This design comes from an exercise in tuning for small area and a short achievable clock period on the open sky130 flow, not from production work.
RTL that was checked went through simulation tests only; none was proved equivalent to the original.
Power is estimated from default activity; no workload was simulated.

oak:
==> flow/design.v (excerpt) <==
module multiplier #(parameter N = 32) (
    input logic CLK, EN_mult, EN_blockRead, rst_n,
    input logic [15:0] mult_input0,
    input logic [15:0] mult_input1,
    input logic [N - 1:0] readMem_val,
    output logic RDY_mult, EN_readMem, EN_writeMem, VALID_memVal,
    output logic [N - 1:0] writeMem_val, memVal_data,
    output logic [5:0] writeMem_addr, readMem_addr
    );
make LEC_CHECK=0 CAP_MARGIN=20 CORE_MARGIN=2 CORE_UTILIZATION=65 PLACE_DENSITY=0.75 SETUP_SLACK_MARGIN=1.85 SLEW_MARGIN=20 SYNTH_HIERARCHICAL=1 SYNTH_MINIMUM_KEEP_SIZE=0 finish   # period 3.6 ns
run.sh (not shown) runs the stock make flow with config.mk's settings and CLKGATE_MAP_FILE= SYNTH_SCRIPT=/design/flow/synth_recipe.tcl, a recipe that flattens the netlist after the stock synthesis.
Inputs modified between oak and pine:
-- flow/config.mk --
<<< oak, line 10
export CORE_UTILIZATION = 65
export PLACE_DENSITY = 0.75
export SETUP_SLACK_MARGIN = 1.85
export SLEW_MARGIN = 20
>>> pine, line 10
export CORE_UTILIZATION = 65
export CTS_CLUSTER_SIZE = 25
export SETUP_SLACK_MARGIN = 1.8
export SLEW_MARGIN = 20
## What came out
Looking at maximum vdd ir drop across oak and pine, the one that comes out lower is pine. On pine: share of the cycle needed by the critical path after routing is 0.93 points higher than what oak gave. The estimated power of pine ends up lower than the estimate for oak. pine gives less slack of the worst reg-to-reg path than oak did. Part of the total power dissipated in combinational logic ended up 0.8 points lower on pine than on oak. In terms of worst hold slack, pine and oak differ only marginally. Number of clock sinks seen by CTS: pine vs oak, no meaningful difference. Diff oak -> pine: clock network power share shows an increase of 0.3 points; final cell count without fillers shows a reduction of 0.74%.

purple:
multiplier, a different RTL version from the one above (not shown whole).
Size: ~1200 cells after synthesis, ~300 flip-flops, ~150 I/O pins, roughly 15000 µm² of cells after synthesis.
make LEC_CHECK=0 CAP_MARGIN=20 CORE_MARGIN=2 CORE_UTILIZATION=40 SETUP_SLACK_MARGIN=1.5 SLEW_MARGIN=20 SYNTH_HIERARCHICAL=1 SYNTH_MINIMUM_KEEP_SIZE=0 finish   # period 3.6 ns
purple completed every stage of the flow, and the final layout passed the timing, DRC and antenna checks.
Here is what was changed in the inputs of orange compared with purple.
# purple
export LEC_CHECK = 0
export CAP_MARGIN = 20
export CORE_MARGIN = 2
export CORE_UTILIZATION = 40
export SETUP_SLACK_MARGIN = 1.5
export SLEW_MARGIN = 20
export SYNTH_HIERARCHICAL = 1
export SYNTH_MINIMUM_KEEP_SIZE = 0
create_clock -name core_clock -period 3.6 [get_ports {CLK}]
# orange
export LEC_CHECK = 0
export CAP_MARGIN = 20
export CORE_MARGIN = 2
export CORE_UTILIZATION = 40
export SETUP_SLACK_MARGIN = 2.0
export SLEW_MARGIN = 20
export SYNTH_HIERARCHICAL = 1
export SYNTH_MINIMUM_KEEP_SIZE = 0
create_clock -name core_clock -period 3.6 [get_ports {CLK}]
## What came out
- Footprint of the multi-input gates, orange and purple: lower on purple
- orange gives more routed wire length than purple did.
- Maximum vdd drop: orange < purple
- Diff orange..purple | number of nets still failing antenna checks after routing | unchanged
- Sort orange and purple by minimum period implied by the final worst setup slack asc -> top: orange
- On critical path depth, purple tracks orange almost exactly.
- orange vs purple — number of setup buffers added after CTS rose 47.
- Of orange and purple, the run reporting the higher worst setup slack was orange.
- Going from purple to orange, count of fill cells added during filler insertion shrinks by 207.
- As of orange, count of clock-buffer cells in the layout had risen by a few percent compared to purple.
- Required time reported for the critical path endpoint down 0.02 ns in orange wrt purple
No functional check of the RTL was part of any run of this note.

multiplier, a different RTL version from the one above (not shown whole).
Size: roughly 150 I/O pins.
clock: 3.6 ns
lec_check: 0
cap_margin: 20
core_margin: 2
core_utilization: 65
cts_cluster_diameter: 75
cts_cluster_size: 25
gpl_routability_driven: 0
setup_slack_margin: 1.9
slew_margin: 20
synth_hierarchical: 1
synth_minimum_keep_size: 0
The starting point completed without violations.
Next try:
Settings changed: CTS_CLUSTER_DIAMETER 75 to default, CTS_CLUSTER_SIZE 25 to default, GPL_ROUTABILITY_DRIVEN 0 to default, SETUP_SLACK_MARGIN 1.9 to 1.85.
What happened: Fmax came out lower by about 2%. Clock skew hardly moves. Routed wire length came out higher by about 7%. Worst hold slack degrades by 0.0038 ns. Critical path depth does not change. Setup slack degrades by 0.035 ns.
Next try:
Settings changed: SETUP_SLACK_MARGIN 1.85 to 1.8.
Hold slack is about the same.
Design area hardly moves.
Die area stays the same.

Starting RTL as in the previous note.
Design multiplier, start of the top module:
module multiplier #(parameter N = 32) (
    input logic CLK, EN_mult, EN_blockRead, rst_n,
    input logic [15:0] mult_input0,
    input logic [15:0] mult_input1,
    input logic [N - 1:0] readMem_val,
    output logic RDY_mult, EN_readMem, EN_writeMem, VALID_memVal,
    output logic [N - 1:0] writeMem_val, memVal_data,
    output logic [5:0] writeMem_addr, readMem_addr
    );
clock: 3.6 ns
lec_check: 0
cap_margin: 20
core_margin: 2
core_utilization: 65
setup_slack_margin: 1.93
slew_margin: 20
synth_hierarchical: 1
synth_minimum_keep_size: 0
Then changed:
Settings changed: CTS_CLUSTER_DIAMETER from default to 75, CTS_CLUSTER_SIZE from default to 25, SETUP_SLACK_MARGIN 1.93 to 1.87.
After rerunning: Clock skew falls by 7.5 ps; clock power falls by 38%; cell area falls by 5.2%; sequential cell count stays the same; worst hold slack improved by 6.6 ps; register-to-register slack stays flat; cell count falls by 2.6%; sequential power hardly moves.
Then changed:
Settings changed: CORE_UTILIZATION 65 to 55, SETUP_SLACK_MARGIN 1.87 to 1.9.
After rerunning:
- via count is lower by about 0.45%
- area after synthesis stays the same
- flip-flop and latch count stays the same
- count of clock-buffer cells in the layout is unchanged
- worst hold slack is about the same
- critical path depth is unchanged
- combinational power grows by about 1%
Then changed:
Settings changed: CORE_UTILIZATION 55 to 65, SETUP_SLACK_MARGIN 1.9 to 1.85.
The new run ran to the end with no violations.
Sequential share of layout area climbs by 1.5 points.
Design area drops by about 4%.
Synthesized cell count stays the same.
Sequential cell count is unchanged.
Global-route usage climbs by 4.0 points.
Power drops by about 1.5%.
Combinational power drops by about 2%.
Maximum frequency drops by 2.2%.
Via count climbs by about 0.5%.
Then changed:
Settings changed: SETUP_SLACK_MARGIN 1.85 to 1.92.
The changed run produced a clean layout; non-clock buffer count is higher by 9; power stays flat; wire length shrinks by 1.6%; sequential cell count does not change; die area does not change.

## v48
RTL: one of the versions met above, not the one the previous note started from.
For scale: ~150 I/O pins, about 15000 sq um of cells after synthesis.
Design multiplier, start of the top module:
module multiplier #(parameter N = 32) (
    input logic CLK, EN_mult, EN_blockRead, rst_n,
    input logic [15:0] mult_input0,
    input logic [15:0] mult_input1,
    input logic [N - 1:0] readMem_val,
    output logic RDY_mult, EN_readMem, EN_writeMem, VALID_memVal,
    output logic [N - 1:0] writeMem_val, memVal_data,
    output logic [5:0] writeMem_addr, readMem_addr
    );
    logic st_init, st_w, st_wf, st_f, st_r;
    logic [2:0] pipe_en;
    logic [5:0] wa, ra;
    logic vld;
    logic wr;          
    logic nxt_w;
    assign nxt_w = st_init | (st_w & ~(wr & (&wa))) | (st_r & (&ra));
    always_ff @(posedge CLK) begin
        if (!rst_n) begin
            st_init <= 1'b1; st_w <= 1'b0; st_wf <= 1'b0; st_f <= 1'b0; st_r <= 1'b0;
            pipe_en <= 3'b0;
            wr <= 1'b0;
            wa <= 6'd0;
            ra <= 6'd0;
            vld <= 1'b0;
        end else begin
            pipe_en <= {pipe_en[1:0], EN_mult};
            wr <= pipe_en[2] & nxt_w;
            st_init <= 1'b0;
            st_w  <= nxt_w;
            st_wf <= wr & (&wa);
            st_f  <= st_wf | (st_f & ~EN_blockRead);
            st_r  <= (st_f & EN_blockRead) | (st_r & ~(&ra));
            if (wr) wa <= wa + 6'd1;
            if (st_r) ra <= ra + 6'd1;
            vld <= st_r;
        end
    end
    assign RDY_mult = st_w;
    assign EN_writeMem = wr;
    assign EN_readMem = st_r;
    assign VALID_memVal = vld;
    assign writeMem_addr = wa;
    assign readMem_addr = ra;
    assign memVal_data = readMem_val;
    logic pp1;
    logic pp2;
    logic pp3;
    logic pp4;
    logic pp5;
    logic pp6;
    logic pp7;
    logic pp8;
    logic pp9;
    logic pp10;
    logic pp11;
    logic pp12;
    logic pp13;
    logic pp14;
    logic pp15;
    logic pp16;
    logic pp17;
    logic pp18;
    logic pp19;
    logic pp20;
    logic pp21;
    logic pp22;
    logic pp23;
    logic pp24;
    logic pp25;
    logic pp26;
    logic pp27;
    logic pp28;
    logic pp29;
    logic pp30;
    logic pp31;
    logic pp32;
    logic pp33;
    logic pp34;
    logic pp35;
    logic pp36;
    logic pp37;
    logic pp38;
    logic pp39;
    logic pp40;
    logic pp41;
    logic pp42;
    logic pp43;
    logic pp44;
    logic pp45;
    logic pp46;
    logic pp47;
    logic pp48;
  ...
clock: 3.6 ns
lec_check: 0
cap_margin: 20
core_margin: 2
core_utilization: 65
cts_cluster_size: 32
setup_slack_margin: 1.85
slew_margin: 20
synth_hierarchical: 1
synth_minimum_keep_size: 0
--- input diff v48..v23 ---
diff --git a/flow/config.mk b/flow/config.mk
--- a/flow/config.mk
+++ b/flow/config.mk
@@ -10,4 +10,3 @@
 export CORE_UTILIZATION = 65
-export CTS_CLUSTER_SIZE = 32
-export SETUP_SLACK_MARGIN = 1.85
+export SETUP_SLACK_MARGIN = 2.0
 export SLEW_MARGIN = 20
--- outcome ---
No run among v23 and v48 stopped early or left any final violation; all are clean.
v23 vs v48, critical path launch point: ra[2]$_SDFFE_PN0P_ vs mult_input0[6]
Delta (v23 minus v48): critical path depth in cells lost 4, violation count after the first detailed-routing iteration lost about 4%, number of buffer and inverter stages on the critical path lost 1, routed wire length picked up an extra about 6.4%.
Relative to v23, the following input files were edited for v12:
diff --git a/flow/config.mk b/flow/config.mk
--- a/flow/config.mk
+++ b/flow/config.mk
@@ -7,2 +7,3 @@
 export LEC_CHECK = 0
+export ABC_AREA = 1
 export CAP_MARGIN = 20
@@ -10,3 +11,3 @@
 export CORE_UTILIZATION = 65
-export SETUP_SLACK_MARGIN = 2.0
+export SETUP_SLACK_MARGIN = 1.8
 export SLEW_MARGIN = 20
The final layout from v12, which completed every stage, passed the timing, DRC and antenna checks at the end of the flow. v23 → v12: power share of the combinational group decreased 0.3 points, core utilization now sits lower. For v23, the slowest stage cell on the critical path was dfxtp_4, unlike v12, where it was fa_1. Looking at final period utilization across v12 and v23, the one that comes out higher is v12. The run with more setup slack is v23; v12 has less. Delta (v12 minus v23): fraction of cell area in non-clock buffers moved down; total nets after synthesis increased 519. Between v12 and v23, area after synthesis is lower for v23, v12 comes in above that. The synthesized cell count in v12 was higher than what v23 gave. The via count of v12 was inferior to that of v23. | share of total power in the clock network | v12 vs v23 | 0.6 points higher |.
--- input diff v12..v22 ---
diff --git a/flow/config.mk b/flow/config.mk
--- a/flow/config.mk
+++ b/flow/config.mk
@@ -7,3 +7,2 @@
 export LEC_CHECK = 0
-export ABC_AREA = 1
 export CAP_MARGIN = 20
==> results.txt <==
- Lower data required time at the worst endpoint among v12 and v22: v12
- Diff v12 -> v22: post-placement cell area lost 4.5%; area of the die lost 6.3%; transition time of the tightest slew-check pin lower; number of combinational gates with multiple inputs lower.
- Side by side, met1 wire length turned out lower in v22 than in v12.
- Count of non-CTS buffers in the layout of v22 falls short of that of v12 by more than 10%.
- Compared with v12, v22 shows logic gate share of total power lower by 2.0 points.
- Cell area | v22 vs v12 | v22 smaller
- Between v22 and v12, the clock skew figures differ only marginally.
- A worst setup path endpoint of s0_548$_DFF_P_ is what v12 shows, while s0_532$_DFF_P_ belongs to v22.
- Compared with v12, v22 shows number of standard cells after synthesis lower by 519.

multiplier with an RTL version that a note above also has.
Size: roughly 1200 cells after synthesis, about 150 I/O pins, ~15000 sq um of cells after synthesis.
export LEC_CHECK = 0
export CAP_MARGIN = 20
export CORE_MARGIN = 2
export CORE_UTILIZATION = 65
export CTS_CLUSTER_DIAMETER = 75
export CTS_CLUSTER_SIZE = 25
export SETUP_SLACK_MARGIN = 1.9
export SLEW_MARGIN = 20
export SYNTH_HIERARCHICAL = 1
export SYNTH_MINIMUM_KEEP_SIZE = 0
create_clock -name core_clock -period 3.6 [get_ports {CLK}]
The first run went through all stages and came out clean.
Then changed:
Settings changed: CTS_CLUSTER_DIAMETER 75 to 60, CTS_CLUSTER_SIZE 25 to unset.
Wire length came out higher by 3.0%; worst setup slack is worse by 0.029 ns; core utilization came out higher by 2.4 points; sequential cell count does not change; synthesized cell count stays the same; final cell count came out higher by 2.4%; count of clock-buffer cells in the layout came out higher by 25; non-clock buffer count came out higher by 2; clock power came out higher by 67%; sequential power barely changes.
Then changed:
Settings changed: CTS_CLUSTER_DIAMETER 60 to 75, CTS_CLUSTER_SIZE set to 25, PLACE_DENSITY_LB_ADDON set to 0.15.
Result: The changed run passed the timing, DRC and antenna checks; non-clock buffer count increases by 2; synthesized area does not change; via count drops by 1.1%; core utilization decreases by 2.1 points; critical path depth goes up by 4; combinational power barely changes; power is lower by 11%.
Then changed:
Settings changed: PLACE_DENSITY_LB_ADDON 0.15 to unset, SETUP_SLACK_MARGIN 1.9 to 1.97.
Die area does not change.
Combinational power rose by about 0.9%.
Total power goes up by 0.71%.
Global-route usage is lower by 0.74 points.
Core utilization climbs by 0.66 points.
Synthesized area stays the same.
Count of clock-buffer cells in the layout stays the same.
Clock skew drops by 0.017 ns.
Cell count does not change.
Critical path depth does not change.
Non-clock buffer count fell by 2.

== indigo ==
multiplier with an RTL version that a note above also has.
Size: about 1300 cells after synthesis, about 150 I/O pins, ~15000 sq um of cells after synthesis.
clock: 3.6 ns
lec_check: 0
cap_margin: 20
core_margin: 2
core_utilization: 65
cts_buf_list: sky130_fd_sc_hd__clkbuf_8
setup_slack_margin: 1.8
slew_margin: 20
synth_hierarchical: 1
synth_minimum_keep_size: 0
indigo: done, clean on timing, DRC and antenna
## Diff of input files: juniper against indigo
Settings: swapping 1.8 for 1.85 in SETUP_SLACK_MARGIN; putting GPL_TIMING_DRIVEN at 0 where nothing was set; clearing CTS_BUF_LIST, which used to be sky130_fd_sc_hd__clkbuf_8.
### Flow results
Per the final summary, indigo finished and its layout is clean on timing, DRC and antenna.
juniper: no failed stages, no open violations at the end
Setup slack: juniper less than indigo
indigo and juniper ended up with roughly the same met3 usage in global routing.
Global-route usage: juniper > indigo
Going from indigo to juniper, routed wire length grew by more than a quarter.
Inputs modified between juniper and yarrow:
Settings: a change of SETUP_SLACK_MARGIN from 1.85 to 1.8; an added TNS_END_PERCENT of 30; a deleted GPL_TIMING_DRIVEN that had been 0.
Results
Clock latency on the worst-skew pair: yarrow < juniper. flip-flop to output port as the class of the most critical setup path was reported by yarrow, and input pin to flip-flop by juniper. Diff juniper -> yarrow: register-to-register slack fell by 20 ps, largest net degree at the start of global routing rose by 2. Taking juniper as the reference point, the initial antenna violation count of yarrow falls by 3.
Changes in raven relative to yarrow:
Settings: TNS_END_PERCENT removed (was 30); SETUP_SLACK_MARGIN changed from 1.8 to 1.9.
- raven ended up with a higher number of gates resized after cts than yarrow did.
- Taking raven over yarrow, the non-clock buffer count ratio works out to 1.15.
- When the final numbers for yarrow and raven were put side by side, the wire length of the first global-routing pass turned out to be smaller in yarrow.
- The post-route total power reported for raven is greater than that of yarrow by about 2.4%.
- Compared raven vs yarrow, and cell area is up in raven.
### raven -> pepper
Settings: a change of SETUP_SLACK_MARGIN from 1.9 to 1.85.
==> flow/flow/run.sh (new file) <==
#!/bin/bash
# The standard layout, with OpenROAD's power recovery after global routing
# (downsizes gates on paths that have slack to spare).
bash standard.sh RECOVER_POWER=100 finish > standard.log 2>&1
==> flow/standard.sh (new file) <==
#!/bin/bash
# synth_recipe.tcl (not shown) runs the flow's synth.tcl, then flattens the netlist and writes it again
# the make line also repeats each setting of config.mk as NAME=value (left out here)
make -C /OpenROAD-flow-scripts/flow DESIGN_CONFIG=/design/flow/config.mk WORK_HOME=/design/flow/orfs CLKGATE_MAP_FILE= SYNTH_SCRIPT=/design/flow/synth_recipe.tcl "${@:-finish}"
removed: flow/run.sh
[summary]
- When the final numbers for raven and pepper were put side by side, the clock distribution power turned out to be smaller in raven.
- Compared with raven, pepper shows a lower source-to-sink clock delay at the later pin of the worst-skew pair.
- The run with more setup slack is raven; pepper has less.
- The met2 usage in global routing in pepper was lower than what raven gave.
- Looking only at number of nets in the final layout, and setting everything else aside, the lower value of raven and pepper goes to pepper.
- ~same per-cell via count in the routed design in raven and pepper
- pepper did not stop at any stage, and its layout met the timing, DRC and antenna checks.
- Route | pepper vs raven | wire longer in pepper
- For final total power, pepper and raven come out practically identical.
- Going from raven to pepper, shortest period the worst path allows grows by 690 ps.
- met3 wirelength from detailed routing for pepper is higher than for raven.

==> afterwards: timing with drivers on the ports <==
Ports are ideal in the flow. The routed layouts listed here were re-timed in OpenROAD.
Step 1 assumes that a clkbuf_16 drives the clock port and a buf_2 every other input.
Step 2 moves the port delays by t, midway between the first and last clock arrival at a register: inputs arrive t later, outputs are due t later. That takes back most of the time a late clock gives input paths.
Three values: ideal, step 1, step 2; two values: the first two.
| run | shift t [ns] | setup WS [ns] | clock arrival spread, ns |
|---|---|---|---|
| oak | 0.593 | 1.849 / 1.816 / 1.283 | 0.019 / 0.019 |
| pine | 0.607 | 1.816 / 1.786 / 1.238 | 0.017 / 0.017 |
| purple | 0.564 | 1.480 / 1.480 / 0.950 | 0.013 / 0.013 |
| orange | 0.566 | 1.498 / 1.498 / 0.954 | 0.017 / 0.017 |
| the first run of note 3 | 0.551 | 1.881 / 1.846 / 1.334 | 0.014 / 0.014 |
| the second run of note 3 | 0.599 | 1.845 / 1.817 / 1.268 | 0.013 / 0.013 |
| the third run of note 3 | 0.548 | 1.796 / 1.772 / 1.274 | 0.016 / 0.016 |
| the first run of note 4 | 0.595 | 1.876 / 1.827 / 1.328 | 0.027 / 0.027 |
| the second run of note 4 | 0.551 | 1.850 / 1.846 / 1.327 | 0.018 / 0.018 |
| the third run of note 4 | 0.552 | 1.871 / 1.840 / 1.321 | 0.020 / 0.020 |
| the fourth run of note 4 | 0.552 | 1.832 / 1.841 / 1.307 | 0.018 / 0.018 |
| the fifth run of note 4 | 0.552 | 1.862 / 1.847 / 1.330 | 0.015 / 0.015 |
| v48 | 0.544 | 1.859 / 1.830 / 1.334 | 0.011 / 0.011 |
| v23 | 0.599 | 1.864 / 1.812 / 1.332 | 0.019 / 0.019 |
| v12 | 0.557 | 1.832 / 1.782 / 1.296 | 0.018 / 0.018 |
| v22 | 0.607 | 1.816 / 1.786 / 1.238 | 0.017 / 0.017 |
| the first run of note 6 | 0.551 | 1.881 / 1.846 / 1.334 | 0.014 / 0.014 |
| the second run of note 6 | 0.616 | 1.852 / 1.803 / 1.315 | 0.024 / 0.024 |
| the third run of note 6 | 0.538 | 1.857 / 1.860 / 1.322 | 0.030 / 0.030 |
| the fourth run of note 6 | 0.551 | 1.880 / 1.846 / 1.334 | 0.014 / 0.014 |
| indigo | 0.601 | 1.816 / 1.795 / 1.228 | 0.029 / 0.029 |
| juniper | 0.609 | 1.770 / 1.733 / 1.167 | 0.030 / 0.029 |
| yarrow | 0.592 | 1.755 / 1.706 / 1.202 | 0.013 / 0.014 |
| raven | 0.583 | 1.881 / 1.836 / 1.313 | 0.015 / 0.015 |
| pepper | 0.544 | 1.192 / 1.192 / 0.843 | 0.011 / 0.010 |
After both steps every run listed still meets setup and hold. The setup slack of juniper, which loses most, moves by -0.037 ns with the drivers and by -0.603 ns with both steps.
